What follows belongs to an exercise in optimizing a design on an open flow for small area, a short achievable clock period and few clock cycles per item; a production flow would make more cautious choices.
No run shown here included a check of the RTL's function; only the layout flow was run.

==> flow/design.v, too long to show whole: its modules and the start of the top module <==
// module booth_fsm: 3105 lines
// module lookahead_adder_64: 7 lines
// module mul_fa: 10 lines
// module mul_ha: 9 lines
// module mul_cfa: 9 lines
// module mul_xor: 7 lines
// module mul_maj: 8 lines
// module mul_sel: 10 lines
// module mul_sel0: 8 lines
module booth_fsm
# (parameter DATAWIDTH = 32)
(
  input                        clk,
  input                        rstn,
  input                        en,
  input        [DATAWIDTH-1:0] multiplier,
  input        [DATAWIDTH-1:0] multiplicand,
  output reg                   done,
  output reg [2*DATAWIDTH-1:0] product
);
  // ...
==> flow/run.sh <==
#!/bin/bash
# synth_recipe.tcl (not shown) runs the flow's synth.tcl, then flattens the netlist and writes it again
# the make line also repeats each setting of config.mk as NAME=value (left out here)
make -C /OpenROAD-flow-scripts/flow DESIGN_CONFIG=/design/flow/config.mk WORK_HOME=/design/flow/orfs CLKGATE_MAP_FILE= SYNTH_SCRIPT=/design/flow/synth_recipe.tcl finish
==> flow/config.mk <==
export PLATFORM = sky130hd
export DESIGN_NAME = booth_fsm
export DESIGN_NICKNAME = booth_fsm
export VERILOG_FILES = /design/flow/design.v
export SDC_FILE = /design/flow/constraint.sdc
export NUM_CORES = 4
export LEC_CHECK = 0
export CAP_MARGIN = 20
export CORE_MARGIN = 2
export CORE_UTILIZATION = 40
export SLEW_MARGIN = 20
export SYNTH_HIERARCHICAL = 1
==> flow/constraint.sdc <==
create_clock -name core_clock -period 6.0 [get_ports {clk}]
set_input_delay 1.2000 -clock core_clock [delete_from_list [all_inputs] [get_ports {clk}]]
set_output_delay 1.2000 -clock core_clock [all_outputs]
set_load 0.01 [all_outputs]
==> flow_summary_export.csv, run 1 <==
group,metric,value,unit
synthesis,muxShareOfSynthArea,0.00815,
critical_path,path_buf_inv,7,
clock_network,cts_buffer_depth,2,
finish,reg_top3,"product x64, done x1",
global_routing,grt_max_degree,35,
place,dp_slack,-1.37,ns
routing,drt.antenna.violating_nets,0,
finish,layout-drive-gt1-share,0.574,
routing,wl_met1,47300,microns
outcome,so_faults,"setup timing",
finish,n_sequential_cell,65,
finish,finalNetCount,4087,
outcome,status,"complete, but fails checks",
floorplanning,io_pins,132,
critical_path,crit_slowest_cell,"fa_1",
finish,nonClockInverterCount,96,
synthesis,yosys.area_share.simple,0.0311,
finish,final_common_cell,"buf_4",
clock_network,post_cts_buffers,89,
place,post-dp-hpwl,85800,microns
critical_path,crit_top_cell,"buf_4",
timing,slew_headroom,0.458,
timing,final-setup-viol-count,31,
routing,wl_per_cell,24.6,microns
critical_path,path_max_fanout,8,
timing,fin_ws,-0.580,ns
==> run 2: changes to the inputs <==
--- a/flow/design.v
+++ b/flow/design.v
@@ -13,4 +13,6 @@
 wire [31:0] A = multiplicand;
 wire [31:0] B = multiplier;
+wire one0;
+wire two0;
 wire pp0_0;
 wire pp0_1;
@@ -46,4 +48,6 @@
 wire pp0_31;
 wire pp0_32;
+wire one1;
+wire two1;
 wire pp1_0;
 wire pp1_1;
@@ -79,4 +83,6 @@
 wire pp1_31;
 wire pp1_32;
+wire one2;
+wire two2;
 wire pp2_0;
 wire pp2_1;
@@ -112,4 +118,6 @@
 wire pp2_31;
 wire pp2_32;
+wire one3;
+wire two3;
 wire pp3_0;
 wire pp3_1;
@@ -145,4 +153,6 @@
 wire pp3_31;
 wire pp3_32;
+wire one4;
+wire two4;
 wire pp4_0;
 wire pp4_1;
@@ -178,4 +188,6 @@
 wire pp4_31;
 wire pp4_32;
+wire one5;
+wire two5;
 wire pp5_0;
 wire pp5_1;
@@ -211,4 +223,6 @@
 wire pp5_31;
 wire pp5_32;
+wire one6;
+wire two6;
 wire pp6_0;
 wire pp6_1;
@@ -244,4 +258,6 @@
 wire pp6_31;
 wire pp6_32;
+wire one7;
+wire two7;
 wire pp7_0;
 wire pp7_1;
@@ -277,4 +293,6 @@
 wire pp7_31;
 wire pp7_32;
+wire one8;
+wire two8;
 wire pp8_0;
 wire pp8_1;
@@ -310,4 +328,6 @@
 wire pp8_31;
 wire pp8_32;
+wire one9;
+wire two9;
 wire pp9_0;
 wire pp9_1;
@@ -343,4 +363,6 @@
 wire pp9_31;
 wire pp9_32;
+wire one10;
+wire two10;
 wire pp10_0;
 wire pp10_1;
@@ -376,4 +398,6 @@
 wire pp10_31;
 wire pp10_32;
+wire one11;
+wire two11;
 wire pp11_0;
 wire pp11_1;
@@ -409,4 +433,6 @@
 wire pp11_31;
 wire pp11_32;
+wire one12;
+wire two12;
 wire pp12_0;
 wire pp12_1;
@@ -442,4 +468,6 @@
 wire pp12_31;
 wire pp12_32;
+wire one13;
+wire two13;
 wire pp13_0;
 wire pp13_1;
@@ -475,4 +503,6 @@
 wire pp13_31;
 wire pp13_32;
+wire one14;
+wire two14;
 wire pp14_0;
 wire pp14_1;
@@ -508,4 +538,6 @@
 wire pp14_31;
 wire pp14_32;
+wire one15;
+wire two15;
 wire pp15_0;
 wire pp15_1;
@@ -1672,6 +1704,5 @@
 wire add466_t;
 wire add468_t;
-wire one0 = B[0];
-wire two0 = B[1] & ~B[0];
+mul_enc u_enc0 (.b2(B[1]), .b1(B[0]), .b0(1'b0), .one(one0), .two(two0));
 wire neg0 = B[1];
 mul_sel0 u_pp0_0 (.one(one0), .neg(neg0), .x1(A[0]), .pp(pp0_0));
@@ -1709,6 +1740,5 @@
 mul_sel u_pp0_32 (.one(one0), .two(two0), .neg(neg0), .x1(A[31]), .x0(A[31]), .pp(pp0_32));
 wire ns0 = ~pp0_32;
-wire one1 = B[2] ^ B[1];
-wire two1 = B[3] ? (~B[2] & ~B[1]) : (B[2] & B[1]);
+mul_enc u_enc1 (.b2(B[3]), .b1(B[2]), .b0(B[1]), .one(one1), .two(two1));
 wire neg1 = B[3];
 mul_sel0 u_pp1_0 (.one(one1), .neg(neg1), .x1(A[0]), .pp(pp1_0));
@@ -1746,6 +1776,5 @@
 mul_sel u_pp1_32 (.one(one1), .two(two1), .neg(neg1), .x1(A[31]), .x0(A[31]), .pp(pp1_32));
 wire ns1 = ~pp1_32;
-wire one2 = B[4] ^ B[3];
-wire two2 = B[5] ? (~B[4] & ~B[3]) : (B[4] & B[3]);
+mul_enc u_enc2 (.b2(B[5]), .b1(B[4]), .b0(B[3]), .one(one2), .two(two2));
 wire neg2 = B[5];
 mul_sel0 u_pp2_0 (.one(one2), .neg(neg2), .x1(A[0]), .pp(pp2_0));
@@ -1783,6 +1812,5 @@
 mul_sel u_pp2_32 (.one(one2), .two(two2), .neg(neg2), .x1(A[31]), .x0(A[31]), .pp(pp2_32));
 wire ns2 = ~pp2_32;
-wire one3 = B[6] ^ B[5];
-wire two3 = B[7] ? (~B[6] & ~B[5]) : (B[6] & B[5]);
+mul_enc u_enc3 (.b2(B[7]), .b1(B[6]), .b0(B[5]), .one(one3), .two(two3));
 wire neg3 = B[7];
 mul_sel0 u_pp3_0 (.one(one3), .neg(neg3), .x1(A[0]), .pp(pp3_0));
@@ -1820,6 +1848,5 @@
 mul_sel u_pp3_32 (.one(one3), .two(two3), .neg(neg3), .x1(A[31]), .x0(A[31]), .pp(pp3_32));
 wire ns3 = ~pp3_32;
-wire one4 = B[8] ^ B[7];
-wire two4 = B[9] ? (~B[8] & ~B[7]) : (B[8] & B[7]);
+mul_enc u_enc4 (.b2(B[9]), .b1(B[8]), .b0(B[7]), .one(one4), .two(two4));
 wire neg4 = B[9];
 mul_sel0 u_pp4_0 (.one(one4), .neg(neg4), .x1(A[0]), .pp(pp4_0));
@@ -1857,6 +1884,5 @@
 mul_sel u_pp4_32 (.one(one4), .two(two4), .neg(neg4), .x1(A[31]), .x0(A[31]), .pp(pp4_32));
 wire ns4 = ~pp4_32;
-wire one5 = B[10] ^ B[9];
-wire two5 = B[11] ? (~B[10] & ~B[9]) : (B[10] & B[9]);
+mul_enc u_enc5 (.b2(B[11]), .b1(B[10]), .b0(B[9]), .one(one5), .two(two5));
 wire neg5 = B[11];
 mul_sel0 u_pp5_0 (.one(one5), .neg(neg5), .x1(A[0]), .pp(pp5_0));
@@ -1894,6 +1920,5 @@
 mul_sel u_pp5_32 (.one(one5), .two(two5), .neg(neg5), .x1(A[31]), .x0(A[31]), .pp(pp5_32));
 wire ns5 = ~pp5_32;
-wire one6 = B[12] ^ B[11];
-wire two6 = B[13] ? (~B[12] & ~B[11]) : (B[12] & B[11]);
+mul_enc u_enc6 (.b2(B[13]), .b1(B[12]), .b0(B[11]), .one(one6), .two(two6));
 wire neg6 = B[13];
 mul_sel0 u_pp6_0 (.one(one6), .neg(neg6), .x1(A[0]), .pp(pp6_0));
@@ -1931,6 +1956,5 @@
 mul_sel u_pp6_32 (.one(one6), .two(two6), .neg(neg6), .x1(A[31]), .x0(A[31]), .pp(pp6_32));
 wire ns6 = ~pp6_32;
-wire one7 = B[14] ^ B[13];
-wire two7 = B[15] ? (~B[14] & ~B[13]) : (B[14] & B[13]);
+mul_enc u_enc7 (.b2(B[15]), .b1(B[14]), .b0(B[13]), .one(one7), .two(two7));
 wire neg7 = B[15];
 mul_sel0 u_pp7_0 (.one(one7), .neg(neg7), .x1(A[0]), .pp(pp7_0));
@@ -1968,6 +1992,5 @@
 mul_sel u_pp7_32 (.one(one7), .two(two7), .neg(neg7), .x1(A[31]), .x0(A[31]), .pp(pp7_32));
 wire ns7 = ~pp7_32;
-wire one8 = B[16] ^ B[15];
-wire two8 = B[17] ? (~B[16] & ~B[15]) : (B[16] & B[15]);
+mul_enc u_enc8 (.b2(B[17]), .b1(B[16]), .b0(B[15]), .one(one8), .two(two8));
 wire neg8 = B[17];
 mul_sel0 u_pp8_0 (.one(one8), .neg(neg8), .x1(A[0]), .pp(pp8_0));
@@ -2005,6 +2028,5 @@
 mul_sel u_pp8_32 (.one(one8), .two(two8), .neg(neg8), .x1(A[31]), .x0(A[31]), .pp(pp8_32));
 wire ns8 = ~pp8_32;
-wire one9 = B[18] ^ B[17];
-wire two9 = B[19] ? (~B[18] & ~B[17]) : (B[18] & B[17]);
+mul_enc u_enc9 (.b2(B[19]), .b1(B[18]), .b0(B[17]), .one(one9), .two(two9));
 wire neg9 = B[19];
 mul_sel0 u_pp9_0 (.one(one9), .neg(neg9), .x1(A[0]), .pp(pp9_0));
@@ -2042,6 +2064,5 @@
 mul_sel u_pp9_32 (.one(one9), .two(two9), .neg(neg9), .x1(A[31]), .x0(A[31]), .pp(pp9_32));
 wire ns9 = ~pp9_32;
-wire one10 = B[20] ^ B[19];
-wire two10 = B[21] ? (~B[20] & ~B[19]) : (B[20] & B[19]);
+mul_enc u_enc10 (.b2(B[21]), .b1(B[20]), .b0(B[19]), .one(one10), .two(two10));
 wire neg10 = B[21];
 mul_sel0 u_pp10_0 (.one(one10), .neg(neg10), .x1(A[0]), .pp(pp10_0));
@@ -2079,6 +2100,5 @@
 mul_sel u_pp10_32 (.one(one10), .two(two10), .neg(neg10), .x1(A[31]), .x0(A[31]), .pp(pp10_32));
 wire ns10 = ~pp10_32;
-wire one11 = B[22] ^ B[21];
-wire two11 = B[23] ? (~B[22] & ~B[21]) : (B[22] & B[21]);
+mul_enc u_enc11 (.b2(B[23]), .b1(B[22]), .b0(B[21]), .one(one11), .two(two11));
 wire neg11 = B[23];
 mul_sel0 u_pp11_0 (.one(one11), .neg(neg11), .x1(A[0]), .pp(pp11_0));
@@ -2116,6 +2136,5 @@
 mul_sel u_pp11_32 (.one(one11), .two(two11), .neg(neg11), .x1(A[31]), .x0(A[31]), .pp(pp11_32));
 wire ns11 = ~pp11_32;
-wire one12 = B[24] ^ B[23];
-wire two12 = B[25] ? (~B[24] & ~B[23]) : (B[24] & B[23]);
+mul_enc u_enc12 (.b2(B[25]), .b1(B[24]), .b0(B[23]), .one(one12), .two(two12));
 wire neg12 = B[25];
 mul_sel0 u_pp12_0 (.one(one12), .neg(neg12), .x1(A[0]), .pp(pp12_0));
@@ -2153,6 +2172,5 @@
 mul_sel u_pp12_32 (.one(one12), .two(two12), .neg(neg12), .x1(A[31]), .x0(A[31]), .pp(pp12_32));
 wire ns12 = ~pp12_32;
-wire one13 = B[26] ^ B[25];
-wire two13 = B[27] ? (~B[26] & ~B[25]) : (B[26] & B[25]);
+mul_enc u_enc13 (.b2(B[27]), .b1(B[26]), .b0(B[25]), .one(one13), .two(two13));
 wire neg13 = B[27];
 mul_sel0 u_pp13_0 (.one(one13), .neg(neg13), .x1(A[0]), .pp(pp13_0));
@@ -2190,6 +2208,5 @@
 mul_sel u_pp13_32 (.one(one13), .two(two13), .neg(neg13), .x1(A[31]), .x0(A[31]), .pp(pp13_32));
 wire ns13 = ~pp13_32;
-wire one14 = B[28] ^ B[27];
-wire two14 = B[29] ? (~B[28] & ~B[27]) : (B[28] & B[27]);
+mul_enc u_enc14 (.b2(B[29]), .b1(B[28]), .b0(B[27]), .one(one14), .two(two14));
 wire neg14 = B[29];
 mul_sel0 u_pp14_0 (.one(one14), .neg(neg14), .x1(A[0]), .pp(pp14_0));
@@ -2227,6 +2244,5 @@
 mul_sel u_pp14_32 (.one(one14), .two(two14), .neg(neg14), .x1(A[31]), .x0(A[31]), .pp(pp14_32));
 wire ns14 = ~pp14_32;
-wire one15 = B[30] ^ B[29];
-wire two15 = B[31] ? (~B[30] & ~B[29]) : (B[30] & B[29]);
+mul_enc u_enc15 (.b2(B[31]), .b1(B[30]), .b0(B[29]), .one(one15), .two(two15));
 wire neg15 = B[31];
 mul_sel0 u_pp15_0 (.one(one15), .neg(neg15), .x1(A[0]), .pp(pp15_0));
@@ -3156,4 +3172,14 @@
 assign y = (a & b) | (c & (a | b));
 endmodule
+module mul_enc (
+  input  b2,
+  input  b1,
+  input  b0,
+  output one,
+  output two
+);
+assign one = b1 ^ b0;
+assign two = (b2 ^ b1) & ~(b1 ^ b0);
+endmodule
 module mul_sel (
   input  one,
==> run 2 against run 1 <==
Net effect:
- still fails the layout checks on setup timing
- design area grew 3.1%
- worst setup slack improved by 0.14 ns
- clock-buffer cell count unchanged
- cell count is 1.9% higher
- synthesized cell count is 0.23% higher
- non-clock buffer count rose by 84
==> flow_summary_export.csv, run 2 <==
group,metric,value,unit
synthesis,ys.warnings.count,7,
timing,hold_slack,0.998,ns
outcome,so_faults,"setup timing",
critical_path,required,6.23,ns
clock_network,numCtsBuffers,9,
critical_path,crit_top_cell,"maj3_2",
floorplanning,die_w,267,microns
finish,diodes,0,
place,numPortBuffers,131,
routing,drt_wl_total,109000,microns
routing,drt.antenna.violating_nets,0,
timing,hold_viol_final,0,
finish,largest-register,"product",
floorplanning,rows,96,
timing,fin_ws,-0.442,ns
outcome,status,"complete, but fails checks",
timing,min_period,6.44,ns
synthesis,yosysTopAreaCell,"a22oi_2",
routing,vias,26354,
routing,first_pass_iters,5,
worst_hold_path,min_path_type,"primary input to async pin",
floorplanning,die_y,267,microns
synthesis,ys_types,70,
global_routing,grt_pass1_vias,27712,
floorplanning,io_pins,132,
global_routing,antenna_found_initial,1,
floorplanning,dieArea,71100,sq um
place,post-dp-hpwl,84600,microns
finish,finalNonFillerCells,4601,
synthesis,async_flop_share,0.0154,
critical_path,path_max_fanout,6,
critical_path,worst_ep_arrival_time,6.67,ns
job,max-cap-violations,0,
finish,reg_top3,"product x64, done x1",
clock_network,cts_tree,"done",
routing,drc,0,
finish,largest_reg_flops,64,
finish,final_cell_mix,"777 x buf_4, 512 x a22oi_2, 482 x xnor2_1",
timing,rsz0062_at_grt,"true",
critical_path,critPathLaunch,"multiplier[9]",
synthesis,yosysMostFrequentCell,"xnor2_1",
finish,finalNetCount,4145,
synthesis,synthesis.area,27600,sq um
timing,drv_slew,0,
critical_path,crit_type,"primary input to flip-flop",
place,dp.cells,4431,
clock_network,postCtsHoldBufs,0,
place,dp_slack,-1.41,ns
synthesis,synth_top_area_share,0.232,
critical_path,crit_path_start_kind,"primary input",
synthesis,ys_ff_latch,65,
timing,tightest_slew,0.792,ns
global_routing,grt_pass1_wl,165000,microns
clock_network,root_buffer,"clkbuf_16",
clock_network,cts_buffer_depth,2,
timing,fin_tns_setup,-7.17,ns
routing,drt_iter0_drc,2042,
floorplanning,initial_core_util,0.403,
clock_network,clkSinkCount,65,
finish,final_common_cell,"buf_4",
global_routing,track_usage,0.303,
clock_network,clk_pin_slew,0.06,ns
finish,syn_to_final_growth,52.8,%
synthesis,syn_inst,2621,
synthesis,ys_seq_area_frac,0.0473,
floorplanning,coreArea,68500,sq um
synthesis,synth_edf_count,0,
critical_path,slowest_delay,0.37,ns
synthesis,ys_top_cells_by_count,"565 x xnor2_1, 512 x a22oi_2, 389 x xor2_1, 253 x fa_1, 175 x maj3_2",
routing,viasPerCell,5.73,
timing,fin_crit_sh,1.07,
global_routing,grt_max_degree,36,
place,gp_congestion,0.943,
synthesis,synth_ff_type,"dfxtp_1",
finish,layout-drive-gt1-share,0.578,
synthesis,synth.avg_cell_area,10.5,sq um
global_routing,gr-total-overflow,0,
timing,fmax,155,MHz
timing,final-setup-viol-count,31,
critical_path,endpoint_kind,"flip-flop",
critical_path,crit_slowest_cell,"maj3_2",
routing,wl_per_cell,23.8,microns
synthesis,yosys-top-cells-area,"a22oi_2 23%, fa_1 18%, xnor2_1 18%",
timing,slew_headroom,0.472,
clock_network,cts_max_level,3,
==> run 2: cell types whose count changed after synthesis, sizes merged, moves of 15 or more <==
cell / delta
ha: -30
inv: -28
o21ai: +21
nand3b: +20
xor2: +17
clkbuf: -16
nand2b: +16
mux2: -15
==> run 2: per-module statistics from Yosys (local to each module, per instance), a selection <==
module              cells inside  times used  cell area [sq um]
lookahead_adder_64           555           1               3820
booth_fsm                     89           1               1400
mul_fa                         1         252               20.0
mul_sel0                       2          16               12.5
mul_sel                        2         512               21.3
mul_cfa                        5           8               27.5
mul_maj                        1         175               11.3
mul_ha                         1          40               12.5
==> run 2: path summary, 6_finish.rpt <==
path / endpoint / slack [ns] / cells past startpoint
setup / recovery: product[56]$_DFF_P_ / -0.44 / 31
hold / removal: done$_DFF_PN0_ / 1.0 / 1
max in group asynchronous: done$_DFF_PN0_ / 4.90 / 1
min in group core_clock: done$_DFF_PN0_ / 1.31 / 1
==> run 2: metrics by stage <==
step	instance area, sq um	util
after floorplan	28500	-
after global placement	37700	0.551
after detailed placement	37700	0.551
after CTS	41200	0.601
after global routing	42200	0.616
final	42200	0.616
==> run 2: routing by layer <==
metal / wire, microns / global-route usage / up-vias / share of wire
li1: - / - / 11670 / -
met1: 46300 / 0.403 / 13300 / 0.42
met2: 50300 / 0.490 / 1110 / 0.46
met3: 7590 / 0.0448 / 274 / 0.069
met4: 5180 / 0.130 / 0 / 0.047
met5: 0 / 0 / - / 0
==> run 2: critical path, delay by kind of cell <==
kind	cells	cell delay (ns)
AND/OR/NAND/NOR	2	0.25
XOR/XNOR	2	0.31
buffers and inverters	12	1.44
adder cells (fa/ha/maj)	7	2.34
AO/OA/AOI/OAI	8	1.16
==> run 2: area by class of cell <==
| cell class | count | area (sq um) |
|---|---|---|
| multi-input cells | 2472 | 29000 |
| fillers | 5467 | 26300 |
| repair buffers | 1098 | 10300 |
| flip-flops and latches | 65 | 1310 |
| well taps | 882 | 1100 |
| inverters | 68 | 255 |
| clock buffers | 11 | 243 |
| clock inverters | 5 | 55.1 |
==> run 2: kinds of logic after synthesis <==
kind of cell	count (synthesis)	share of synthesized area
AOI/OAI and AO/OA	745	0.289
adders and majority gates	539	0.305
DFF	65	0.0473
other	2	0.000272
buffers and inverters	89	0.0131
xor gates and xnor gates	954	0.303
and+or+nand+nor	227	0.0428
==> run 2: repair_timing <==
| action | in CTS | in global routing |
|---|---|---|
| gates cloned | 8 | 0 |
| resized for setup | 396 | 122 |
| buffers inserted | 125 | 37 |
| setup endpoints to repair | 51 | 44 |
| pin swaps | 280 | 163 |
==> module lookahead_adder_64, before the edit <==
module lookahead_adder_64 (
  input  [63:0] a,
  input  [63:0] b,
  output [63:0] s
);
assign s = a + b;
endmodule
==> run 3: changes to the inputs <==
--- a/flow/design.v
+++ b/flow/design.v
@@ -3127,5 +3127,11 @@
   output [63:0] s
 );
-assign s = a + b;
+wire [63:0] p, g;
+genvar i;
+generate for (i = 0; i < 64; i = i + 1) begin : pg
+  mul_xor u_p (.a(a[i]), .b(b[i]), .y(p[i]));
+  mul_and u_g (.a(a[i]), .b(b[i]), .y(g[i]));
+end endgenerate
+mul_prefix u_prefix (.p(p), .g(g), .s(s));
 endmodule
 module mul_fa (
@@ -3200,2 +3206,658 @@
 assign pp = neg ^ (one & x1);
 endmodule
+module mul_prefix (
+  input  [63:0] p,
+  input  [63:0] g,
+  output [63:0] s
+);
+wire g0_1 = g[1] | (p[1] & g[0]);
+wire g0_2 = g[2] | (p[2] & g[1]);
+wire p0_2 = p[2] & p[1];
+wire g0_3 = g[3] | (p[3] & g[2]);
+wire p0_3 = p[3] & p[2];
+wire g0_4 = g[4] | (p[4] & g[3]);
+wire p0_4 = p[4] & p[3];
+wire g0_5 = g[5] | (p[5] & g[4]);
+wire p0_5 = p[5] & p[4];
+wire g0_6 = g[6] | (p[6] & g[5]);
+wire p0_6 = p[6] & p[5];
+wire g0_7 = g[7] | (p[7] & g[6]);
+wire p0_7 = p[7] & p[6];
+wire g0_8 = g[8] | (p[8] & g[7]);
+wire p0_8 = p[8] & p[7];
+wire g0_9 = g[9] | (p[9] & g[8]);
+wire p0_9 = p[9] & p[8];
+wire g0_10 = g[10] | (p[10] & g[9]);
+wire p0_10 = p[10] & p[9];
+wire g0_11 = g[11] | (p[11] & g[10]);
+wire p0_11 = p[11] & p[10];
+wire g0_12 = g[12] | (p[12] & g[11]);
+wire p0_12 = p[12] & p[11];
+wire g0_13 = g[13] | (p[13] & g[12]);
+wire p0_13 = p[13] & p[12];
+wire g0_14 = g[14] | (p[14] & g[13]);
+wire p0_14 = p[14] & p[13];
+wire g0_15 = g[15] | (p[15] & g[14]);
+wire p0_15 = p[15] & p[14];
+wire g0_16 = g[16] | (p[16] & g[15]);
+wire p0_16 = p[16] & p[15];
+wire g0_17 = g[17] | (p[17] & g[16]);
+wire p0_17 = p[17] & p[16];
+wire g0_18 = g[18] | (p[18] & g[17]);
+wire p0_18 = p[18] & p[17];
+wire g0_19 = g[19] | (p[19] & g[18]);
+wire p0_19 = p[19] & p[18];
+wire g0_20 = g[20] | (p[20] & g[19]);
+wire p0_20 = p[20] & p[19];
+wire g0_21 = g[21] | (p[21] & g[20]);
+wire p0_21 = p[21] & p[20];
+wire g0_22 = g[22] | (p[22] & g[21]);
+wire p0_22 = p[22] & p[21];
+wire g0_23 = g[23] | (p[23] & g[22]);
+wire p0_23 = p[23] & p[22];
+wire g0_24 = g[24] | (p[24] & g[23]);
+wire p0_24 = p[24] & p[23];
+wire g0_25 = g[25] | (p[25] & g[24]);
+wire p0_25 = p[25] & p[24];
+wire g0_26 = g[26] | (p[26] & g[25]);
+wire p0_26 = p[26] & p[25];
+wire g0_27 = g[27] | (p[27] & g[26]);
+wire p0_27 = p[27] & p[26];
+wire g0_28 = g[28] | (p[28] & g[27]);
+wire p0_28 = p[28] & p[27];
+wire g0_29 = g[29] | (p[29] & g[28]);
+wire p0_29 = p[29] & p[28];
+wire g0_30 = g[30] | (p[30] & g[29]);
+wire p0_30 = p[30] & p[29];
+wire g0_31 = g[31] | (p[31] & g[30]);
+wire p0_31 = p[31] & p[30];
+wire g0_32 = g[32] | (p[32] & g[31]);
+wire p0_32 = p[32] & p[31];
+wire g0_33 = g[33] | (p[33] & g[32]);
+wire p0_33 = p[33] & p[32];
+wire g0_34 = g[34] | (p[34] & g[33]);
+wire p0_34 = p[34] & p[33];
+wire g0_35 = g[35] | (p[35] & g[34]);
+wire p0_35 = p[35] & p[34];
+wire g0_36 = g[36] | (p[36] & g[35]);
+wire p0_36 = p[36] & p[35];
+wire g0_37 = g[37] | (p[37] & g[36]);
+wire p0_37 = p[37] & p[36];
+wire g0_38 = g[38] | (p[38] & g[37]);
+wire p0_38 = p[38] & p[37];
+wire g0_39 = g[39] | (p[39] & g[38]);
+wire p0_39 = p[39] & p[38];
+wire g0_40 = g[40] | (p[40] & g[39]);
+wire p0_40 = p[40] & p[39];
+wire g0_41 = g[41] | (p[41] & g[40]);
+wire p0_41 = p[41] & p[40];
+wire g0_42 = g[42] | (p[42] & g[41]);
+wire p0_42 = p[42] & p[41];
+wire g0_43 = g[43] | (p[43] & g[42]);
+wire p0_43 = p[43] & p[42];
+wire g0_44 = g[44] | (p[44] & g[43]);
+wire p0_44 = p[44] & p[43];
+wire g0_45 = g[45] | (p[45] & g[44]);
+wire p0_45 = p[45] & p[44];
+wire g0_46 = g[46] | (p[46] & g[45]);
+wire p0_46 = p[46] & p[45];
+wire g0_47 = g[47] | (p[47] & g[46]);
+wire p0_47 = p[47] & p[46];
+wire g0_48 = g[48] | (p[48] & g[47]);
+wire p0_48 = p[48] & p[47];
+wire g0_49 = g[49] | (p[49] & g[48]);
+wire p0_49 = p[49] & p[48];
+wire g0_50 = g[50] | (p[50] & g[49]);
+wire p0_50 = p[50] & p[49];
+wire g0_51 = g[51] | (p[51] & g[50]);
+wire p0_51 = p[51] & p[50];
+wire g0_52 = g[52] | (p[52] & g[51]);
+wire p0_52 = p[52] & p[51];
+wire g0_53 = g[53] | (p[53] & g[52]);
+wire p0_53 = p[53] & p[52];
+wire g0_54 = g[54] | (p[54] & g[53]);
+wire p0_54 = p[54] & p[53];
+wire g0_55 = g[55] | (p[55] & g[54]);
+wire p0_55 = p[55] & p[54];
+wire g0_56 = g[56] | (p[56] & g[55]);
+wire p0_56 = p[56] & p[55];
+wire g0_57 = g[57] | (p[57] & g[56]);
+wire p0_57 = p[57] & p[56];
+wire g0_58 = g[58] | (p[58] & g[57]);
+wire p0_58 = p[58] & p[57];
+wire g0_59 = g[59] | (p[59] & g[58]);
+wire p0_59 = p[59] & p[58];
+wire g0_60 = g[60] | (p[60] & g[59]);
+wire p0_60 = p[60] & p[59];
+wire g0_61 = g[61] | (p[61] & g[60]);
+wire p0_61 = p[61] & p[60];
+wire g0_62 = g[62] | (p[62] & g[61]);
+wire p0_62 = p[62] & p[61];
+wire g0_63 = g[63] | (p[63] & g[62]);
+wire p0_63 = p[63] & p[62];
+wire g1_2 = g0_2 | (p0_2 & g[0]);
+wire g1_3 = g0_3 | (p0_3 & g0_1);
+wire g1_4 = g0_4 | (p0_4 & g0_2);
+wire p1_4 = p0_4 & p0_2;
+wire g1_5 = g0_5 | (p0_5 & g0_3);
+wire p1_5 = p0_5 & p0_3;
+wire g1_6 = g0_6 | (p0_6 & g0_4);
+wire p1_6 = p0_6 & p0_4;
+wire g1_7 = g0_7 | (p0_7 & g0_5);
+wire p1_7 = p0_7 & p0_5;
+wire g1_8 = g0_8 | (p0_8 & g0_6);
+wire p1_8 = p0_8 & p0_6;
+wire g1_9 = g0_9 | (p0_9 & g0_7);
+wire p1_9 = p0_9 & p0_7;
+wire g1_10 = g0_10 | (p0_10 & g0_8);
+wire p1_10 = p0_10 & p0_8;
+wire g1_11 = g0_11 | (p0_11 & g0_9);
+wire p1_11 = p0_11 & p0_9;
+wire g1_12 = g0_12 | (p0_12 & g0_10);
+wire p1_12 = p0_12 & p0_10;
+wire g1_13 = g0_13 | (p0_13 & g0_11);
+wire p1_13 = p0_13 & p0_11;
+wire g1_14 = g0_14 | (p0_14 & g0_12);
+wire p1_14 = p0_14 & p0_12;
+wire g1_15 = g0_15 | (p0_15 & g0_13);
+wire p1_15 = p0_15 & p0_13;
+wire g1_16 = g0_16 | (p0_16 & g0_14);
+wire p1_16 = p0_16 & p0_14;
+wire g1_17 = g0_17 | (p0_17 & g0_15);
+wire p1_17 = p0_17 & p0_15;
+wire g1_18 = g0_18 | (p0_18 & g0_16);
+wire p1_18 = p0_18 & p0_16;
+wire g1_19 = g0_19 | (p0_19 & g0_17);
+wire p1_19 = p0_19 & p0_17;
+wire g1_20 = g0_20 | (p0_20 & g0_18);
+wire p1_20 = p0_20 & p0_18;
+wire g1_21 = g0_21 | (p0_21 & g0_19);
+wire p1_21 = p0_21 & p0_19;
+wire g1_22 = g0_22 | (p0_22 & g0_20);
+wire p1_22 = p0_22 & p0_20;
+wire g1_23 = g0_23 | (p0_23 & g0_21);
+wire p1_23 = p0_23 & p0_21;
+wire g1_24 = g0_24 | (p0_24 & g0_22);
+wire p1_24 = p0_24 & p0_22;
+wire g1_25 = g0_25 | (p0_25 & g0_23);
+wire p1_25 = p0_25 & p0_23;
+wire g1_26 = g0_26 | (p0_26 & g0_24);
+wire p1_26 = p0_26 & p0_24;
+wire g1_27 = g0_27 | (p0_27 & g0_25);
+wire p1_27 = p0_27 & p0_25;
+wire g1_28 = g0_28 | (p0_28 & g0_26);
+wire p1_28 = p0_28 & p0_26;
+wire g1_29 = g0_29 | (p0_29 & g0_27);
+wire p1_29 = p0_29 & p0_27;
+wire g1_30 = g0_30 | (p0_30 & g0_28);
+wire p1_30 = p0_30 & p0_28;
+wire g1_31 = g0_31 | (p0_31 & g0_29);
+wire p1_31 = p0_31 & p0_29;
+wire g1_32 = g0_32 | (p0_32 & g0_30);
+wire p1_32 = p0_32 & p0_30;
+wire g1_33 = g0_33 | (p0_33 & g0_31);
+wire p1_33 = p0_33 & p0_31;
+wire g1_34 = g0_34 | (p0_34 & g0_32);
+wire p1_34 = p0_34 & p0_32;
+wire g1_35 = g0_35 | (p0_35 & g0_33);
+wire p1_35 = p0_35 & p0_33;
+wire g1_36 = g0_36 | (p0_36 & g0_34);
+wire p1_36 = p0_36 & p0_34;
+wire g1_37 = g0_37 | (p0_37 & g0_35);
+wire p1_37 = p0_37 & p0_35;
+wire g1_38 = g0_38 | (p0_38 & g0_36);
+wire p1_38 = p0_38 & p0_36;
+wire g1_39 = g0_39 | (p0_39 & g0_37);
+wire p1_39 = p0_39 & p0_37;
+wire g1_40 = g0_40 | (p0_40 & g0_38);
+wire p1_40 = p0_40 & p0_38;
+wire g1_41 = g0_41 | (p0_41 & g0_39);
+wire p1_41 = p0_41 & p0_39;
+wire g1_42 = g0_42 | (p0_42 & g0_40);
+wire p1_42 = p0_42 & p0_40;
+wire g1_43 = g0_43 | (p0_43 & g0_41);
+wire p1_43 = p0_43 & p0_41;
+wire g1_44 = g0_44 | (p0_44 & g0_42);
+wire p1_44 = p0_44 & p0_42;
+wire g1_45 = g0_45 | (p0_45 & g0_43);
+wire p1_45 = p0_45 & p0_43;
+wire g1_46 = g0_46 | (p0_46 & g0_44);
+wire p1_46 = p0_46 & p0_44;
+wire g1_47 = g0_47 | (p0_47 & g0_45);
+wire p1_47 = p0_47 & p0_45;
+wire g1_48 = g0_48 | (p0_48 & g0_46);
+wire p1_48 = p0_48 & p0_46;
+wire g1_49 = g0_49 | (p0_49 & g0_47);
+wire p1_49 = p0_49 & p0_47;
+wire g1_50 = g0_50 | (p0_50 & g0_48);
+wire p1_50 = p0_50 & p0_48;
+wire g1_51 = g0_51 | (p0_51 & g0_49);
+wire p1_51 = p0_51 & p0_49;
+wire g1_52 = g0_52 | (p0_52 & g0_50);
+wire p1_52 = p0_52 & p0_50;
+wire g1_53 = g0_53 | (p0_53 & g0_51);
+wire p1_53 = p0_53 & p0_51;
+wire g1_54 = g0_54 | (p0_54 & g0_52);
+wire p1_54 = p0_54 & p0_52;
+wire g1_55 = g0_55 | (p0_55 & g0_53);
+wire p1_55 = p0_55 & p0_53;
+wire g1_56 = g0_56 | (p0_56 & g0_54);
+wire p1_56 = p0_56 & p0_54;
+wire g1_57 = g0_57 | (p0_57 & g0_55);
+wire p1_57 = p0_57 & p0_55;
+wire g1_58 = g0_58 | (p0_58 & g0_56);
+wire p1_58 = p0_58 & p0_56;
+wire g1_59 = g0_59 | (p0_59 & g0_57);
+wire p1_59 = p0_59 & p0_57;
+wire g1_60 = g0_60 | (p0_60 & g0_58);
+wire p1_60 = p0_60 & p0_58;
+wire g1_61 = g0_61 | (p0_61 & g0_59);
+wire p1_61 = p0_61 & p0_59;
+wire g1_62 = g0_62 | (p0_62 & g0_60);
+wire p1_62 = p0_62 & p0_60;
+wire g1_63 = g0_63 | (p0_63 & g0_61);
+wire p1_63 = p0_63 & p0_61;
+wire g2_4 = g1_4 | (p1_4 & g[0]);
+wire g2_5 = g1_5 | (p1_5 & g0_1);
+wire g2_6 = g1_6 | (p1_6 & g1_2);
+wire g2_7 = g1_7 | (p1_7 & g1_3);
+wire g2_8 = g1_8 | (p1_8 & g1_4);
+wire p2_8 = p1_8 & p1_4;
+wire g2_9 = g1_9 | (p1_9 & g1_5);
+wire p2_9 = p1_9 & p1_5;
+wire g2_10 = g1_10 | (p1_10 & g1_6);
+wire p2_10 = p1_10 & p1_6;
+wire g2_11 = g1_11 | (p1_11 & g1_7);
+wire p2_11 = p1_11 & p1_7;
+wire g2_12 = g1_12 | (p1_12 & g1_8);
+wire p2_12 = p1_12 & p1_8;
+wire g2_13 = g1_13 | (p1_13 & g1_9);
+wire p2_13 = p1_13 & p1_9;
+wire g2_14 = g1_14 | (p1_14 & g1_10);
+wire p2_14 = p1_14 & p1_10;
+wire g2_15 = g1_15 | (p1_15 & g1_11);
+wire p2_15 = p1_15 & p1_11;
+wire g2_16 = g1_16 | (p1_16 & g1_12);
+wire p2_16 = p1_16 & p1_12;
+wire g2_17 = g1_17 | (p1_17 & g1_13);
+wire p2_17 = p1_17 & p1_13;
+wire g2_18 = g1_18 | (p1_18 & g1_14);
+wire p2_18 = p1_18 & p1_14;
+wire g2_19 = g1_19 | (p1_19 & g1_15);
+wire p2_19 = p1_19 & p1_15;
+wire g2_20 = g1_20 | (p1_20 & g1_16);
+wire p2_20 = p1_20 & p1_16;
+wire g2_21 = g1_21 | (p1_21 & g1_17);
+wire p2_21 = p1_21 & p1_17;
+wire g2_22 = g1_22 | (p1_22 & g1_18);
+wire p2_22 = p1_22 & p1_18;
+wire g2_23 = g1_23 | (p1_23 & g1_19);
+wire p2_23 = p1_23 & p1_19;
+wire g2_24 = g1_24 | (p1_24 & g1_20);
+wire p2_24 = p1_24 & p1_20;
+wire g2_25 = g1_25 | (p1_25 & g1_21);
+wire p2_25 = p1_25 & p1_21;
+wire g2_26 = g1_26 | (p1_26 & g1_22);
+wire p2_26 = p1_26 & p1_22;
+wire g2_27 = g1_27 | (p1_27 & g1_23);
+wire p2_27 = p1_27 & p1_23;
+wire g2_28 = g1_28 | (p1_28 & g1_24);
+wire p2_28 = p1_28 & p1_24;
+wire g2_29 = g1_29 | (p1_29 & g1_25);
+wire p2_29 = p1_29 & p1_25;
+wire g2_30 = g1_30 | (p1_30 & g1_26);
+wire p2_30 = p1_30 & p1_26;
+wire g2_31 = g1_31 | (p1_31 & g1_27);
+wire p2_31 = p1_31 & p1_27;
+wire g2_32 = g1_32 | (p1_32 & g1_28);
+wire p2_32 = p1_32 & p1_28;
+wire g2_33 = g1_33 | (p1_33 & g1_29);
+wire p2_33 = p1_33 & p1_29;
+wire g2_34 = g1_34 | (p1_34 & g1_30);
+wire p2_34 = p1_34 & p1_30;
+wire g2_35 = g1_35 | (p1_35 & g1_31);
+wire p2_35 = p1_35 & p1_31;
+wire g2_36 = g1_36 | (p1_36 & g1_32);
+wire p2_36 = p1_36 & p1_32;
+wire g2_37 = g1_37 | (p1_37 & g1_33);
+wire p2_37 = p1_37 & p1_33;
+wire g2_38 = g1_38 | (p1_38 & g1_34);
+wire p2_38 = p1_38 & p1_34;
+wire g2_39 = g1_39 | (p1_39 & g1_35);
+wire p2_39 = p1_39 & p1_35;
+wire g2_40 = g1_40 | (p1_40 & g1_36);
+wire p2_40 = p1_40 & p1_36;
+wire g2_41 = g1_41 | (p1_41 & g1_37);
+wire p2_41 = p1_41 & p1_37;
+wire g2_42 = g1_42 | (p1_42 & g1_38);
+wire p2_42 = p1_42 & p1_38;
+wire g2_43 = g1_43 | (p1_43 & g1_39);
+wire p2_43 = p1_43 & p1_39;
+wire g2_44 = g1_44 | (p1_44 & g1_40);
+wire p2_44 = p1_44 & p1_40;
+wire g2_45 = g1_45 | (p1_45 & g1_41);
+wire p2_45 = p1_45 & p1_41;
+wire g2_46 = g1_46 | (p1_46 & g1_42);
+wire p2_46 = p1_46 & p1_42;
+wire g2_47 = g1_47 | (p1_47 & g1_43);
+wire p2_47 = p1_47 & p1_43;
+wire g2_48 = g1_48 | (p1_48 & g1_44);
+wire p2_48 = p1_48 & p1_44;
+wire g2_49 = g1_49 | (p1_49 & g1_45);
+wire p2_49 = p1_49 & p1_45;
+wire g2_50 = g1_50 | (p1_50 & g1_46);
+wire p2_50 = p1_50 & p1_46;
+wire g2_51 = g1_51 | (p1_51 & g1_47);
+wire p2_51 = p1_51 & p1_47;
+wire g2_52 = g1_52 | (p1_52 & g1_48);
+wire p2_52 = p1_52 & p1_48;
+wire g2_53 = g1_53 | (p1_53 & g1_49);
+wire p2_53 = p1_53 & p1_49;
+wire g2_54 = g1_54 | (p1_54 & g1_50);
+wire p2_54 = p1_54 & p1_50;
+wire g2_55 = g1_55 | (p1_55 & g1_51);
+wire p2_55 = p1_55 & p1_51;
+wire g2_56 = g1_56 | (p1_56 & g1_52);
+wire p2_56 = p1_56 & p1_52;
+wire g2_57 = g1_57 | (p1_57 & g1_53);
+wire p2_57 = p1_57 & p1_53;
+wire g2_58 = g1_58 | (p1_58 & g1_54);
+wire p2_58 = p1_58 & p1_54;
+wire g2_59 = g1_59 | (p1_59 & g1_55);
+wire p2_59 = p1_59 & p1_55;
+wire g2_60 = g1_60 | (p1_60 & g1_56);
+wire p2_60 = p1_60 & p1_56;
+wire g2_61 = g1_61 | (p1_61 & g1_57);
+wire p2_61 = p1_61 & p1_57;
+wire g2_62 = g1_62 | (p1_62 & g1_58);
+wire p2_62 = p1_62 & p1_58;
+wire g2_63 = g1_63 | (p1_63 & g1_59);
+wire p2_63 = p1_63 & p1_59;
+wire g3_8 = g2_8 | (p2_8 & g[0]);
+wire g3_9 = g2_9 | (p2_9 & g0_1);
+wire g3_10 = g2_10 | (p2_10 & g1_2);
+wire g3_11 = g2_11 | (p2_11 & g1_3);
+wire g3_12 = g2_12 | (p2_12 & g2_4);
+wire g3_13 = g2_13 | (p2_13 & g2_5);
+wire g3_14 = g2_14 | (p2_14 & g2_6);
+wire g3_15 = g2_15 | (p2_15 & g2_7);
+wire g3_16 = g2_16 | (p2_16 & g2_8);
+wire p3_16 = p2_16 & p2_8;
+wire g3_17 = g2_17 | (p2_17 & g2_9);
+wire p3_17 = p2_17 & p2_9;
+wire g3_18 = g2_18 | (p2_18 & g2_10);
+wire p3_18 = p2_18 & p2_10;
+wire g3_19 = g2_19 | (p2_19 & g2_11);
+wire p3_19 = p2_19 & p2_11;
+wire g3_20 = g2_20 | (p2_20 & g2_12);
+wire p3_20 = p2_20 & p2_12;
+wire g3_21 = g2_21 | (p2_21 & g2_13);
+wire p3_21 = p2_21 & p2_13;
+wire g3_22 = g2_22 | (p2_22 & g2_14);
+wire p3_22 = p2_22 & p2_14;
+wire g3_23 = g2_23 | (p2_23 & g2_15);
+wire p3_23 = p2_23 & p2_15;
+wire g3_24 = g2_24 | (p2_24 & g2_16);
+wire p3_24 = p2_24 & p2_16;
+wire g3_25 = g2_25 | (p2_25 & g2_17);
+wire p3_25 = p2_25 & p2_17;
+wire g3_26 = g2_26 | (p2_26 & g2_18);
+wire p3_26 = p2_26 & p2_18;
+wire g3_27 = g2_27 | (p2_27 & g2_19);
+wire p3_27 = p2_27 & p2_19;
+wire g3_28 = g2_28 | (p2_28 & g2_20);
+wire p3_28 = p2_28 & p2_20;
+wire g3_29 = g2_29 | (p2_29 & g2_21);
+wire p3_29 = p2_29 & p2_21;
+wire g3_30 = g2_30 | (p2_30 & g2_22);
+wire p3_30 = p2_30 & p2_22;
+wire g3_31 = g2_31 | (p2_31 & g2_23);
+wire p3_31 = p2_31 & p2_23;
+wire g3_32 = g2_32 | (p2_32 & g2_24);
+wire p3_32 = p2_32 & p2_24;
+wire g3_33 = g2_33 | (p2_33 & g2_25);
+wire p3_33 = p2_33 & p2_25;
+wire g3_34 = g2_34 | (p2_34 & g2_26);
+wire p3_34 = p2_34 & p2_26;
+wire g3_35 = g2_35 | (p2_35 & g2_27);
+wire p3_35 = p2_35 & p2_27;
+wire g3_36 = g2_36 | (p2_36 & g2_28);
+wire p3_36 = p2_36 & p2_28;
+wire g3_37 = g2_37 | (p2_37 & g2_29);
+wire p3_37 = p2_37 & p2_29;
+wire g3_38 = g2_38 | (p2_38 & g2_30);
+wire p3_38 = p2_38 & p2_30;
+wire g3_39 = g2_39 | (p2_39 & g2_31);
+wire p3_39 = p2_39 & p2_31;
+wire g3_40 = g2_40 | (p2_40 & g2_32);
+wire p3_40 = p2_40 & p2_32;
+wire g3_41 = g2_41 | (p2_41 & g2_33);
+wire p3_41 = p2_41 & p2_33;
+wire g3_42 = g2_42 | (p2_42 & g2_34);
+wire p3_42 = p2_42 & p2_34;
+wire g3_43 = g2_43 | (p2_43 & g2_35);
+wire p3_43 = p2_43 & p2_35;
+wire g3_44 = g2_44 | (p2_44 & g2_36);
+wire p3_44 = p2_44 & p2_36;
+wire g3_45 = g2_45 | (p2_45 & g2_37);
+wire p3_45 = p2_45 & p2_37;
+wire g3_46 = g2_46 | (p2_46 & g2_38);
+wire p3_46 = p2_46 & p2_38;
+wire g3_47 = g2_47 | (p2_47 & g2_39);
+wire p3_47 = p2_47 & p2_39;
+wire g3_48 = g2_48 | (p2_48 & g2_40);
+wire p3_48 = p2_48 & p2_40;
+wire g3_49 = g2_49 | (p2_49 & g2_41);
+wire p3_49 = p2_49 & p2_41;
+wire g3_50 = g2_50 | (p2_50 & g2_42);
+wire p3_50 = p2_50 & p2_42;
+wire g3_51 = g2_51 | (p2_51 & g2_43);
+wire p3_51 = p2_51 & p2_43;
+wire g3_52 = g2_52 | (p2_52 & g2_44);
+wire p3_52 = p2_52 & p2_44;
+wire g3_53 = g2_53 | (p2_53 & g2_45);
+wire p3_53 = p2_53 & p2_45;
+wire g3_54 = g2_54 | (p2_54 & g2_46);
+wire p3_54 = p2_54 & p2_46;
+wire g3_55 = g2_55 | (p2_55 & g2_47);
+wire p3_55 = p2_55 & p2_47;
+wire g3_56 = g2_56 | (p2_56 & g2_48);
+wire p3_56 = p2_56 & p2_48;
+wire g3_57 = g2_57 | (p2_57 & g2_49);
+wire p3_57 = p2_57 & p2_49;
+wire g3_58 = g2_58 | (p2_58 & g2_50);
+wire p3_58 = p2_58 & p2_50;
+wire g3_59 = g2_59 | (p2_59 & g2_51);
+wire p3_59 = p2_59 & p2_51;
+wire g3_60 = g2_60 | (p2_60 & g2_52);
+wire p3_60 = p2_60 & p2_52;
+wire g3_61 = g2_61 | (p2_61 & g2_53);
+wire p3_61 = p2_61 & p2_53;
+wire g3_62 = g2_62 | (p2_62 & g2_54);
+wire p3_62 = p2_62 & p2_54;
+wire g3_63 = g2_63 | (p2_63 & g2_55);
+wire p3_63 = p2_63 & p2_55;
+wire g4_16 = g3_16 | (p3_16 & g[0]);
+wire g4_17 = g3_17 | (p3_17 & g0_1);
+wire g4_18 = g3_18 | (p3_18 & g1_2);
+wire g4_19 = g3_19 | (p3_19 & g1_3);
+wire g4_20 = g3_20 | (p3_20 & g2_4);
+wire g4_21 = g3_21 | (p3_21 & g2_5);
+wire g4_22 = g3_22 | (p3_22 & g2_6);
+wire g4_23 = g3_23 | (p3_23 & g2_7);
+wire g4_24 = g3_24 | (p3_24 & g3_8);
+wire g4_25 = g3_25 | (p3_25 & g3_9);
+wire g4_26 = g3_26 | (p3_26 & g3_10);
+wire g4_27 = g3_27 | (p3_27 & g3_11);
+wire g4_28 = g3_28 | (p3_28 & g3_12);
+wire g4_29 = g3_29 | (p3_29 & g3_13);
+wire g4_30 = g3_30 | (p3_30 & g3_14);
+wire g4_31 = g3_31 | (p3_31 & g3_15);
+wire g4_32 = g3_32 | (p3_32 & g3_16);
+wire p4_32 = p3_32 & p3_16;
+wire g4_33 = g3_33 | (p3_33 & g3_17);
+wire p4_33 = p3_33 & p3_17;
+wire g4_34 = g3_34 | (p3_34 & g3_18);
+wire p4_34 = p3_34 & p3_18;
+wire g4_35 = g3_35 | (p3_35 & g3_19);
+wire p4_35 = p3_35 & p3_19;
+wire g4_36 = g3_36 | (p3_36 & g3_20);
+wire p4_36 = p3_36 & p3_20;
+wire g4_37 = g3_37 | (p3_37 & g3_21);
+wire p4_37 = p3_37 & p3_21;
+wire g4_38 = g3_38 | (p3_38 & g3_22);
+wire p4_38 = p3_38 & p3_22;
+wire g4_39 = g3_39 | (p3_39 & g3_23);
+wire p4_39 = p3_39 & p3_23;
+wire g4_40 = g3_40 | (p3_40 & g3_24);
+wire p4_40 = p3_40 & p3_24;
+wire g4_41 = g3_41 | (p3_41 & g3_25);
+wire p4_41 = p3_41 & p3_25;
+wire g4_42 = g3_42 | (p3_42 & g3_26);
+wire p4_42 = p3_42 & p3_26;
+wire g4_43 = g3_43 | (p3_43 & g3_27);
+wire p4_43 = p3_43 & p3_27;
+wire g4_44 = g3_44 | (p3_44 & g3_28);
+wire p4_44 = p3_44 & p3_28;
+wire g4_45 = g3_45 | (p3_45 & g3_29);
+wire p4_45 = p3_45 & p3_29;
+wire g4_46 = g3_46 | (p3_46 & g3_30);
+wire p4_46 = p3_46 & p3_30;
+wire g4_47 = g3_47 | (p3_47 & g3_31);
+wire p4_47 = p3_47 & p3_31;
+wire g4_48 = g3_48 | (p3_48 & g3_32);
+wire p4_48 = p3_48 & p3_32;
+wire g4_49 = g3_49 | (p3_49 & g3_33);
+wire p4_49 = p3_49 & p3_33;
+wire g4_50 = g3_50 | (p3_50 & g3_34);
+wire p4_50 = p3_50 & p3_34;
+wire g4_51 = g3_51 | (p3_51 & g3_35);
+wire p4_51 = p3_51 & p3_35;
+wire g4_52 = g3_52 | (p3_52 & g3_36);
+wire p4_52 = p3_52 & p3_36;
+wire g4_53 = g3_53 | (p3_53 & g3_37);
+wire p4_53 = p3_53 & p3_37;
+wire g4_54 = g3_54 | (p3_54 & g3_38);
+wire p4_54 = p3_54 & p3_38;
+wire g4_55 = g3_55 | (p3_55 & g3_39);
+wire p4_55 = p3_55 & p3_39;
+wire g4_56 = g3_56 | (p3_56 & g3_40);
+wire p4_56 = p3_56 & p3_40;
+wire g4_57 = g3_57 | (p3_57 & g3_41);
+wire p4_57 = p3_57 & p3_41;
+wire g4_58 = g3_58 | (p3_58 & g3_42);
+wire p4_58 = p3_58 & p3_42;
+wire g4_59 = g3_59 | (p3_59 & g3_43);
+wire p4_59 = p3_59 & p3_43;
+wire g4_60 = g3_60 | (p3_60 & g3_44);
+wire p4_60 = p3_60 & p3_44;
+wire g4_61 = g3_61 | (p3_61 & g3_45);
+wire p4_61 = p3_61 & p3_45;
+wire g4_62 = g3_62 | (p3_62 & g3_46);
+wire p4_62 = p3_62 & p3_46;
+wire g4_63 = g3_63 | (p3_63 & g3_47);
+wire p4_63 = p3_63 & p3_47;
+wire g5_32 = g4_32 | (p4_32 & g[0]);
+wire g5_33 = g4_33 | (p4_33 & g0_1);
+wire g5_34 = g4_34 | (p4_34 & g1_2);
+wire g5_35 = g4_35 | (p4_35 & g1_3);
+wire g5_36 = g4_36 | (p4_36 & g2_4);
+wire g5_37 = g4_37 | (p4_37 & g2_5);
+wire g5_38 = g4_38 | (p4_38 & g2_6);
+wire g5_39 = g4_39 | (p4_39 & g2_7);
+wire g5_40 = g4_40 | (p4_40 & g3_8);
+wire g5_41 = g4_41 | (p4_41 & g3_9);
+wire g5_42 = g4_42 | (p4_42 & g3_10);
+wire g5_43 = g4_43 | (p4_43 & g3_11);
+wire g5_44 = g4_44 | (p4_44 & g3_12);
+wire g5_45 = g4_45 | (p4_45 & g3_13);
+wire g5_46 = g4_46 | (p4_46 & g3_14);
+wire g5_47 = g4_47 | (p4_47 & g3_15);
+wire g5_48 = g4_48 | (p4_48 & g4_16);
+wire g5_49 = g4_49 | (p4_49 & g4_17);
+wire g5_50 = g4_50 | (p4_50 & g4_18);
+wire g5_51 = g4_51 | (p4_51 & g4_19);
+wire g5_52 = g4_52 | (p4_52 & g4_20);
+wire g5_53 = g4_53 | (p4_53 & g4_21);
+wire g5_54 = g4_54 | (p4_54 & g4_22);
+wire g5_55 = g4_55 | (p4_55 & g4_23);
+wire g5_56 = g4_56 | (p4_56 & g4_24);
+wire g5_57 = g4_57 | (p4_57 & g4_25);
+wire g5_58 = g4_58 | (p4_58 & g4_26);
+wire g5_59 = g4_59 | (p4_59 & g4_27);
+wire g5_60 = g4_60 | (p4_60 & g4_28);
+wire g5_61 = g4_61 | (p4_61 & g4_29);
+wire g5_62 = g4_62 | (p4_62 & g4_30);
+wire g5_63 = g4_63 | (p4_63 & g4_31);
+assign s[0] = p[0];
+assign s[1] = p[1] ^ g[0];
+assign s[2] = p[2] ^ g0_1;
+assign s[3] = p[3] ^ g1_2;
+assign s[4] = p[4] ^ g1_3;
+assign s[5] = p[5] ^ g2_4;
+assign s[6] = p[6] ^ g2_5;
+assign s[7] = p[7] ^ g2_6;
+assign s[8] = p[8] ^ g2_7;
+assign s[9] = p[9] ^ g3_8;
+assign s[10] = p[10] ^ g3_9;
+assign s[11] = p[11] ^ g3_10;
+assign s[12] = p[12] ^ g3_11;
+assign s[13] = p[13] ^ g3_12;
+assign s[14] = p[14] ^ g3_13;
+assign s[15] = p[15] ^ g3_14;
+assign s[16] = p[16] ^ g3_15;
+assign s[17] = p[17] ^ g4_16;
+assign s[18] = p[18] ^ g4_17;
+assign s[19] = p[19] ^ g4_18;
+assign s[20] = p[20] ^ g4_19;
+assign s[21] = p[21] ^ g4_20;
+assign s[22] = p[22] ^ g4_21;
+assign s[23] = p[23] ^ g4_22;
+assign s[24] = p[24] ^ g4_23;
+assign s[25] = p[25] ^ g4_24;
+assign s[26] = p[26] ^ g4_25;
+assign s[27] = p[27] ^ g4_26;
+assign s[28] = p[28] ^ g4_27;
+assign s[29] = p[29] ^ g4_28;
+assign s[30] = p[30] ^ g4_29;
+assign s[31] = p[31] ^ g4_30;
+assign s[32] = p[32] ^ g4_31;
+assign s[33] = p[33] ^ g5_32;
+assign s[34] = p[34] ^ g5_33;
+assign s[35] = p[35] ^ g5_34;
+assign s[36] = p[36] ^ g5_35;
+assign s[37] = p[37] ^ g5_36;
+assign s[38] = p[38] ^ g5_37;
+assign s[39] = p[39] ^ g5_38;
+assign s[40] = p[40] ^ g5_39;
+assign s[41] = p[41] ^ g5_40;
+assign s[42] = p[42] ^ g5_41;
+assign s[43] = p[43] ^ g5_42;
+assign s[44] = p[44] ^ g5_43;
+assign s[45] = p[45] ^ g5_44;
+assign s[46] = p[46] ^ g5_45;
+assign s[47] = p[47] ^ g5_46;
+assign s[48] = p[48] ^ g5_47;
+assign s[49] = p[49] ^ g5_48;
+assign s[50] = p[50] ^ g5_49;
+assign s[51] = p[51] ^ g5_50;
+assign s[52] = p[52] ^ g5_51;
+assign s[53] = p[53] ^ g5_52;
+assign s[54] = p[54] ^ g5_53;
+assign s[55] = p[55] ^ g5_54;
+assign s[56] = p[56] ^ g5_55;
+assign s[57] = p[57] ^ g5_56;
+assign s[58] = p[58] ^ g5_57;
+assign s[59] = p[59] ^ g5_58;
+assign s[60] = p[60] ^ g5_59;
+assign s[61] = p[61] ^ g5_60;
+assign s[62] = p[62] ^ g5_61;
+assign s[63] = p[63] ^ g5_62;
+endmodule
+module mul_and (
+  input  a,
+  input  b,
+  output y
+);
+assign y = a & b;
+endmodule
==> run 3 against run 2 <==
Net effect:
- the layout still fails its checks (setup timing)
- area after synthesis is 0.28% lower
- sequential share of layout area is 0.078 points higher
- design area is 2.4% lower
==> flow_summary_export.csv, run 3 <==
group,metric,value,unit
outcome,status,"complete, but fails checks",
outcome,so_faults,"setup timing",
floorplanning,coreArea,68300,sq um
finish,finalNetCount,4091,
timing,hold_viol_final,0,
critical_path,crit_type,"primary input to flip-flop",
finish,nFillCells,5554,
clock_network,clk_pin_slew,0.06,ns
global_routing,antenna_found_initial,1,
floorplanning,dieArea,70900,sq um
global_routing,grt_pass1_vias,27197,
routing,wl_met1,47600,microns
clock_network,clkSinkCount,65,
place,gp_congestion,0.977,
place,numPortBuffers,131,
synthesis,synth.avg_cell_area,10.4,sq um
critical_path,path_max_fanout,8,
floorplanning,die_y,266,microns
routing,drc,0,
finish,largest-register,"product",
routing,drt_iter0_drc,1806,
floorplanning,rows,96,
synthesis,syn_inst,2655,
routing,first_pass_iters,5,
timing,fin_crit_sh,1.12,
timing,fmax,149,MHz
critical_path,required,6.27,ns
routing,drt.antenna.violating_nets,0,
worst_hold_path,min_path_type,"primary input to async pin",
floorplanning,io_pins,132,
timing,fin_ws,-0.727,ns
routing,drt_wl_total,110000,microns
timing,drv_slew,0,
timing,final-setup-viol-count,34,
critical_path,endpoint_kind,"flip-flop",
critical_path,crit_path_start_kind,"primary input",
clock_network,postCtsHoldBufs,0,
finish,final_common_cell,"buf_4",
finish,reg_top3,"product x64, done x1",
timing,min_period,6.73,ns
job,max-cap-violations,0,
place,dp_slack,-1.71,ns
place,dp.cells,4462,
synthesis,ys.warnings.count,7,
clock_network,cts_tree,"done",
finish,final_cell_mix,"774 x buf_4, 513 x a22oi_2, 469 x xnor2_1",
routing,viasPerCell,5.67,
floorplanning,initial_core_util,0.403,
finish,layout-drive-gt1-share,0.564,
timing,rsz0062_at_grt,"true",
finish,largest_reg_flops,64,
routing,wl_met3,6190,microns
routing,vias,26156,
clock_network,cts_buffer_depth,2,
global_routing,grt_pass1_wl,165000,microns
place,post-dp-hpwl,89700,microns
finish,finalNonFillerCells,4611,
routing,wl_met2,51300,microns
critical_path,crit_slowest_cell,"xnor2_1",
global_routing,track_usage,0.301,
timing,tightest_slew,0.623,ns
routing,highest_layer,"met4",
critical_path,slowest_delay,0.40,ns
routing,wl_per_cell,23.9,microns
timing,fin_tns_setup,-15.88,ns
global_routing,gr-total-overflow,0,
clock_network,cts_max_level,3,
clock_network,root_buffer,"clkbuf_16",
critical_path,worst_ep_arrival_time,7.00,ns
synthesis,synthesis.area,27500,sq um
finish,syn_to_final_growth,49.5,%
critical_path,crit_top_cell,"xor2_1",
global_routing,grt_max_degree,35,
timing,slew_headroom,0.585,
floorplanning,die_w,266,microns
clock_network,numCtsBuffers,9,
## run 3: cell types whose count changed in the layout (fill, tap and decap cells not counted), sizes merged, moves of 6 or more
| cell | before | now |
|---|---|---|
| nand3 | 19 | 11 |
| buf | 1024 | 997 |
| ha | 111 | 49 |
| and2 | 3 | 66 |
| clkbuf | 11 | 18 |
| a31oi | 6 | 12 |
| a21o | 35 | 26 |
| xor2 | 389 | 454 |
## run 3: what timing repair did
item                                    in CTS  in global routing
resized for setup                          278                250
pin swaps                                  150                257
gates cloned                                 0                  2
endpoints found under the setup margin      44                 39
buffers inserted                            69                 74
## run 3: critical path: cells and delay by family
| family | cells | cell delay, ns |
|---|---|---|
| adders and majority gates | 2 | 0.51 |
| AOI/OAI and AO/OA | 9 | 1.84 |
| buffers and inverters | 4 | 0.64 |
| xor gates and xnor gates | 10 | 2.53 |
| and+or+nand+nor | 1 | 0.27 |
## run 3: metal layers
metal | track usage | vias to the layer above
li1 | - | 11615
met1 | 0.413 | 13310
met2 | 0.489 | 991
met3 | 0.0214 | 240
met4 | 0.129 | 0
met5 | 0 | -
## run 3: layout make-up
cell class                 instances  area [sq um]  area share
antenna                            1          2.50   0.0000608
clock buffer                      11           233     0.00565
clock inverter                     5          56.3     0.00137
inverter                          70           263     0.00638
multi-input combinational       2497         28600       0.694
sequential                        65          1310      0.0317
tap                              882          1100      0.0268
timing repair buffer            1080          9620       0.234
## run 3: worst paths after layout
check                                 endpoint            from  slack [ns]
max                        product[60]$_DFF_P_  multiplier[13]       -0.73
min                             done$_DFF_PN0_            rstn        0.99
max in group asynchronous       done$_DFF_PN0_            rstn        4.92
min in group core_clock         done$_DFF_PN0_              en        1.29
## run 3: stage by stage
step / utilization / hold WS (ns) / area, sq um
final: 0.602 / 0.988 / 41200
after global routing: 0.602 / 0.980 / 41200
after CTS: 0.576 / 0.976 / 39400
after detailed placement: 0.545 / 1.35 / 37200
after global placement: 0.545 / 1.35 / 37200
after floorplan: - / 0.904 / 28300

==> what the ideal ports hide <==
In the flow no input, the clock included, has a driving cell. The finished layouts below were timed again as built, in two steps.
Step 1 sets driving cells, clkbuf_16 on the clock port and buf_2 on the other inputs (assumed; they add their load-dependent delay and slew).
Step 2 adds t to the input delays and takes it off the output delays; t is the mean of the earliest and latest rising clock arrival at the registers after step 1. Input paths then give back, and output paths get back, about the clock's delay inside the block.
Slacks: ideal / step 1 / step 2; pairs: ideal / step 1.
run	t, ns	slack for setup (ns)	worst setup path after step 2	worst data-port slew with drivers (ns)
run 1	0.402	-0.580 / -0.560 / -0.963	input to register	0.09
run 2	0.387	-0.442 / -0.449 / -0.835	input to register	0.13
run 3	0.389	-0.727 / -0.712 / -1.100	input to register	0.08
The setup slack of run 2, which loses most, moves by -0.007 ns with the drivers and by -0.393 ns with both steps.
